Context: an optimization exercise on an open-source flow, tuned for small area. The choices shown serve that exercise and are no tape-out recipe. The RTL was checked by simulation tests, not by an equivalence proof against the original design. The clock port is modelled as an ideal driver, which makes a skipped or thinned clock tree look cheaper than it is; a real chip needs a root buffer or a tree. Power is estimated from default activity; no workload was simulated.

## AD_Table
module AD_Table(Data_In, BCD_Out, Table_CLK);
input Table_CLK;
input [11:0] Data_In;
output [11:0] BCD_Out;
wire w2;
wire w3;
wire w6;
wire w7;
wire w8;
wire w9;
wire w10;
wire w12;
wire w13;
wire w14;
wire w15;
wire w16;
wire w17;
wire w18;
wire w19;
wire w20;
wire w22;
wire w23;
wire w24;
wire w25;
wire w26;
wire w27;
wire w28;
wire w29;
wire w30;
wire w31;
wire w32;
wire w34;
wire w35;
wire w36;
wire w37;
wire w38;
wire w39;
wire w40;
wire w41;
wire w42;
wire w43;
wire w44;
wire w45;
wire w46;
wire w47;
wire w48;
wire w49;
wire w50;
wire w51;
wire w52;
wire w53;
wire w54;
wire w55;
wire w56;
wire w57;
wire w58;
wire w59;
wire w60;
wire w61;
wire w62;
wire w63;
wire w64;
wire w65;
wire w66;
wire w67;
wire w68;
wire w69;
wire w70;
wire w71;
wire w72;
wire w73;
wire w74;
wire w75;
wire w76;
wire w77;
wire w78;
wire w79;
wire w80;
wire w81;
wire w82;
wire w83;
wire w84;
wire w85;
wire w86;
wire w87;
wire w88;
wire w89;
wire w90;
wire w91;
wire w92;
wire w93;
wire w94;
wire w95;
wire w96;
wire w97;
wire w98;
wire w99;
wire w100;
wire w101;
wire w102;
wire w103;
wire w104;
wire w105;
wire w106;
wire w107;
wire w108;
wire w109;
wire w110;
reg [7:0] v;
wire w111 = v[0];
wire w33 = v[1];
wire w21 = v[2];
wire w11 = v[3];
wire w4 = v[4];
wire w0 = v[5];
wire w5 = v[6];
wire w1 = v[7];
assign w2 = ( (w0) ) | ( ~ (w1) );
assign w3 = ( ~ (w1) & (w0) );
assign w6 = ( ~ (w4) & ~ (w3) ) | ( ~ (w2) ) | ( ~ (w5) );
assign w7 = ( ~ (w5) & ~ (w2) ) | ( ~ (w6) );
assign w8 = ( (w4) & ~ (w7) ) | ( ~ (w4) & (w7) );
assign w9 = ( ~ (w8) );
assign w10 = ( (w4) ) | ( ~ (w5) );
  ...
export LEC_CHECK = 0
export ABC_AREA = 1
export CAP_MARGIN = 20
export CORE_AREA = 4 4 71 71
export CTS_BUF_LIST = sky130_fd_sc_hd__clkbuf_2
export DIE_AREA = 0 0 75 75
export SLEW_MARGIN = 20
export SYNTH_MEMORY_MAX_BITS = 65536
create_clock -name core_clock -period 10.0 [get_ports {Table_CLK}]
standard.sh (not shown) runs the stock make flow with config.mk's settings and CLKGATE_MAP_FILE= SYNTH_SCRIPT=/design/flow/synth_recipe.tcl, a recipe that flattens the netlist after the stock synthesis.
==> flow/flow/run.sh <==
#!/bin/bash
# Own layout flow: the standard synthesis, then its combinational logic re-mapped
# for area (flip-flops untouched, each candidate proven equivalent to the standard
# netlist), then the standard ORFS steps with small port buffers.
set -euo pipefail
W=$PWD
R=$W/orfs/results/$FLOW_PLATFORM/AD_Table/base
F=$W/flow
export LIB=$FLOW_HOME/platforms/$FLOW_PLATFORM/lib/sky130_fd_sc_hd__tt_025C_1v80.lib
export DONT_USE="$(sed -n '/DONT_USE_CELLS/,/^$/p' $FLOW_HOME/platforms/$FLOW_PLATFORM/config.mk | grep -o 'sky130_fd_sc_hd__[a-z0-9_]*' | tr '\n' ' ')"

bash standard.sh $R/1_2_yosys.v > std_synth.log 2>&1
cp $R/1_2_yosys.v std_1_2_yosys.v
python3 $F/cellmodels.py $LIB > cells_comb.v 2> cellmodels.log
export CELLS=$W/cells_comb.v IN=$W/std_1_2_yosys.v
python3 $F/netcut.py $IN $FLOW_TOP $W/cut_std.v > netcut_std.log 2>&1

names=""
for s in $F/[ab]*.abc; do
  for fa in none fa; do
    n=$(basename $s .abc)_$fa; names="$names $n"
    (
      FA=$fa ABCS=$s OUT=$W/remap_$n.v timeout 900 yosys -c $F/remap.tcl > remap_$n.log 2>&1 &&
      python3 $F/netcut.py $W/remap_$n.v $FLOW_TOP $W/cut_$n.v > netcut_$n.log 2>&1 &&
      VIN=$W/cut_std.v VOUT=$W/cut_$n.v timeout 900 yosys -c $F/verify.tcl > verify_$n.log 2>&1 &&
      touch $W/ok_$n
    ) || true &
  done
done
wait
best=""; best_area=""
for n in $names; do
  [[ -f $W/ok_$n ]] || continue
  grep -q "unknown\|\\\$lut\|\\\$_" remap_$n.v.stat && continue
  a=$(grep -i "chip area" remap_$n.v.stat | awk '{print $NF}' || true)
  if [[ -n "$a" ]] && { [[ -z "$best_area" ]] || python3 -c "import sys; sys.exit(0 if $a < $best_area else 1)"; }; then
    best=$W/remap_$n.v; best_area=$a
  fi
done
echo "standard: $(grep -i 'chip area' $W/orfs/reports/$FLOW_PLATFORM/AD_Table/base/synth_stat.txt) best remap: $best $best_area" > remap_choice.log
for n in $names; do echo "$n $([[ -f $W/ok_$n ]] && echo proven || echo no) $(grep -i 'chip area' remap_$n.v.stat 2>/dev/null)" >> remap_choice.log; done
if [[ -n "$best" ]]; then cp $best $R/1_2_yosys.v; fi

export BUFFER_PORTS_ARGS="-buffer_cell sky130_fd_sc_hd__buf_1"
export POST_CTS_TCL=$F/post_cts.tcl
bash standard.sh finish > std_finish.log 2>&1
==> flow/flow/a8.abc <==
strash
&get -n
&dch -f
&nf -R 1000 -p -F 8 -A 4 -C 32
&put
topo
==> flow/flow/a9.abc <==
strash
dch -f
amap -m
topo
==> flow/flow/b1.abc <==
strash
&get -n
&dch -f
&nf -R 1000 -F 8 -A 4 -C 32
&put
topo
==> flow/flow/b2.abc <==
strash
&get -n
&dch -f
&nf -R 1000 -p -F 8 -A 4 -C 32
&put
strash
&get -n
&dch -f
&nf -R 1000 -p -F 8 -A 4 -C 32
&put
topo
==> flow/flow/post_cts.tcl <==
# After CTS: the clock tree for this handful of flip-flops is a root buffer and two
# leaf buffers. Drive every sink from the root buffer instead and remove the leaf
# buffers, so the clock still reaches every register through exactly one buffer.
set block [ord::get_db_block]
set root ""
foreach inst [$block getInsts] {
  if {[string match "clkbuf_0_*" [$inst getName]]} { set root $inst }
}
if {$root ne ""} {
  set rootnet [[$root findITerm X] getNet]
  set leaves {}
  foreach it [$rootnet getITerms] {
    set inst [$it getInst]
    if {$inst ne $root && [$it isInputSignal] && [string match "*clkbuf*" [[$inst getMaster] getName]]} {
      lappend leaves $inst
    }
  }
  foreach leaf $leaves {
    set lnet [[$leaf findITerm X] getNet]
    foreach it [$lnet getITerms] {
      if {[$it getInst] ne $leaf} {
        $it disconnect
        $it connect $rootnet
      }
    }
    [$leaf findITerm A] disconnect
    [$leaf findITerm X] disconnect
    odb::dbInst_destroy $leaf
    odb::dbNet_destroy $lnet
  }
  # one stronger buffer, placed at the centre of its sinks
  $root swapMaster [[ord::get_db] findMaster sky130_fd_sc_hd__clkbuf_4]
  set sx 0; set sy 0; set n 0
  foreach it [$rootnet getITerms] {
    set inst [$it getInst]
    if {$inst eq $root} { continue }
    set bb [$inst getBBox]
    set sx [expr {$sx + ([$bb xMin] + [$bb xMax]) / 2}]
    set sy [expr {$sy + ([$bb yMin] + [$bb yMax]) / 2}]
    incr n
  }
  if {$n > 0} { $root setLocation [expr {$sx / $n}] [expr {$sy / $n}] }
  puts "post_cts: removed [llength $leaves] leaf clock buffers; [$root getName] drives [llength [$rootnet getITerms]] pins"
  detailed_placement
  estimate_parasitics -placement
}
==> flow/flow/remapR.tcl <==
# Like remap.tcl, but takes the combinational logic from the RTL itself (design.v)
# instead of from the standard synthesis netlist, so that ABC starts from the
# structure written in the RTL. Registers are named as the standard synthesis
# names them; verify.tcl then proves the result against the standard netlist.
yosys read_liberty -lib $::env(LIB)
yosys read_verilog -defer $::env(DESIGN)
yosys hierarchy -check -top $::env(FLOW_TOP)
yosys synth -nofsm -noshare -flatten -top $::env(FLOW_TOP) -run :fine
yosys opt -purge
yosys techmap
yosys opt -fast -purge
yosys rename -wire
set du ""
foreach c $::env(DONT_USE) { append du " -dont_use $c" }
yosys dfflibmap -liberty $::env(LIB) {*}$du
yosys opt_clean -purge
if {$::env(FA) ne "none"} {
  if {$::env(FA) eq "fa"} { yosys extract_fa -fa } else { yosys extract_fa }
  yosys techmap -map $::env(FLOW_HOME)/platforms/$::env(FLOW_PLATFORM)/cells_adders_hd.v
  yosys techmap
  yosys opt -fast -purge
}
yosys abc -script $::env(ABCS) -liberty $::env(LIB) {*}$du
yosys opt_clean -purge
yosys hilomap -singleton -hicell sky130_fd_sc_hd__conb_1 HI -locell sky130_fd_sc_hd__conb_1 LO
yosys splitnets
yosys opt_clean -purge
yosys tee -o $::env(OUT).stat stat -liberty $::env(LIB)
yosys write_verilog -noattr -nohex -nodec $::env(OUT)
Other scripts of this flow, unchanged in this note and not shown: flow/flow/a1.abc, flow/flow/a3.abc, flow/flow/a4.abc, flow/flow/a5.abc, flow/flow/a6.abc, flow/flow/a7.abc, flow/flow/cellmodels.py, flow/flow/netcut.py, flow/flow/remap.tcl, flow/flow/verify.tcl
Change:
==> flow/flow/b3.abc (new file) <==
strash
&get -n
&dch
&nf -R 1000 -p -F 8 -A 4 -C 8
&put
topo
--- a/flow/flow/post_cts.tcl
+++ b/flow/flow/post_cts.tcl
@@ -46 +46,22 @@
 }
+
+# The constant-0 outputs each got their own tie cell; drive them all from one.
+set keep ""
+foreach inst [$block getInsts] {
+  if {![string match "sky130_fd_sc_hd__conb_1" [[$inst getMaster] getName]]} { continue }
+  set lo [$inst findITerm LO]
+  set hi [$inst findITerm HI]
+  if {[$hi getNet] ne "NULL" && [$hi getNet] ne ""} { continue }
+  set net [$lo getNet]
+  if {$net eq "NULL" || $net eq ""} { continue }
+  if {[llength [$net getITerms]] != 1} { continue }
+  if {$keep eq ""} { set keep $net; continue }
+  foreach bt [$net getBTerms] {
+    $bt disconnect
+    $bt connect $keep
+  }
+  puts "post_cts: merged tie cell [$inst getName] into net [$keep getName]"
+  $lo disconnect
+  odb::dbInst_destroy $inst
+  odb::dbNet_destroy $net
+}
Result: The new run produced a clean layout. Global-route usage decreases by 0.14 points. Critical path depth stays the same. Worst hold slack loses 0.0077 ns. Final area decreases by 0.65%. Area after synthesis decreases by 0.31%. Die area stays the same. Sequential share of layout area increases by 0.11 points. Total power increases by about 1.1%. Core utilization decreases by 0.14 points.
Change:
--- a/flow/flow/run.sh
+++ b/flow/flow/run.sh
@@ -44,3 +44,2 @@
 export BUFFER_PORTS_ARGS="-buffer_cell sky130_fd_sc_hd__buf_1"
-export POST_CTS_TCL=$F/post_cts.tcl
 bash standard.sh finish > std_finish.log 2>&1
removed: flow/flow/b3.abc
removed: flow/flow/post_cts.tcl
What happened: The new run finished clean; first-iteration DRC count went down by 71%; die area is unchanged; setup slack got worse by 0.035 ns; maximum frequency went down by 0.61%; via count went up by about 4%; synthesized area went up by about 0.3%; final cell count went up by about 1.6%; final area went up by about 1.4%; global-route usage is about the same.
Change:
--- a/flow/flow/run.sh
+++ b/flow/flow/run.sh
@@ -18,3 +18,3 @@
 names=""
-for s in $F/[ab]*.abc; do
+for s in $F/a*.abc; do
   for fa in none fa; do
==> flow/flow/a2.abc (new file) <==
strash
&get -n
&deepsyn -T 20 -S 1
&put
strash
dch -f
map -a
topo
removed: flow/flow/a8.abc
removed: flow/flow/a9.abc
removed: flow/flow/b1.abc
removed: flow/flow/b2.abc
removed: flow/flow/remapR.tcl
=> The new run passed the timing, DRC and antenna checks. Critical path depth came out higher by 7. Core utilization came out higher by 0.23 points. Synthesized cell count came out higher by about 13%. Area after synthesis came out higher by 1.2%. Worst setup slack got worse by 0.51 ns. Global-route usage came out higher by 0.80 points. Via count came out higher by about 8%. Cell area came out higher by 1.0%. Wire length came out higher by 8.5%. Power came out lower by 18%.

-- static timing again, ports no longer ideal --
Ports are ideal in the flow. The routed layouts listed here were re-timed in OpenROAD.
Step 1 (the two cells are an assumption about what drives the block):
set clk [get_ports {Table_CLK}]
set_driving_cell -lib_cell sky130_fd_sc_hd__clkbuf_16 $clk
set_driving_cell -lib_cell sky130_fd_sc_hd__buf_2 [delete_from_list [all_inputs] $clk]
Step 2 also shifts input and output timing later by t, the mid clock arrival at the registers, as if the neighbouring blocks saw the same clock.
Three values: ideal, step 1, step 2; two values: the first two.
run | shift t [ns] | setup slack, ns | hold slack, ns | worst setup path at the end | worst data-port slew with drivers (ns)
the first run | 0.158 | 4.232 / 4.228 / 4.070 | 2.187 / 2.198 / 2.356 | input to register | 0.03
the second run | 0.160 | 4.294 / 4.276 / 4.200 | 2.179 / 2.190 / 2.350 | input to register | 0.04
the third run | 0.231 | 4.259 / 4.242 / 4.085 | 2.118 / 2.130 / 2.361 | input to register | 0.03
the fourth run | 0.236 | 3.745 / 3.740 / 3.504 | 2.012 / 2.033 / 2.269 | input to register | 0.04
After both steps setup and hold are still met in every run listed. For the fourth run, which loses most, drivers alone change the setup slack by -0.005 ns; drivers and shift together by -0.241 ns.
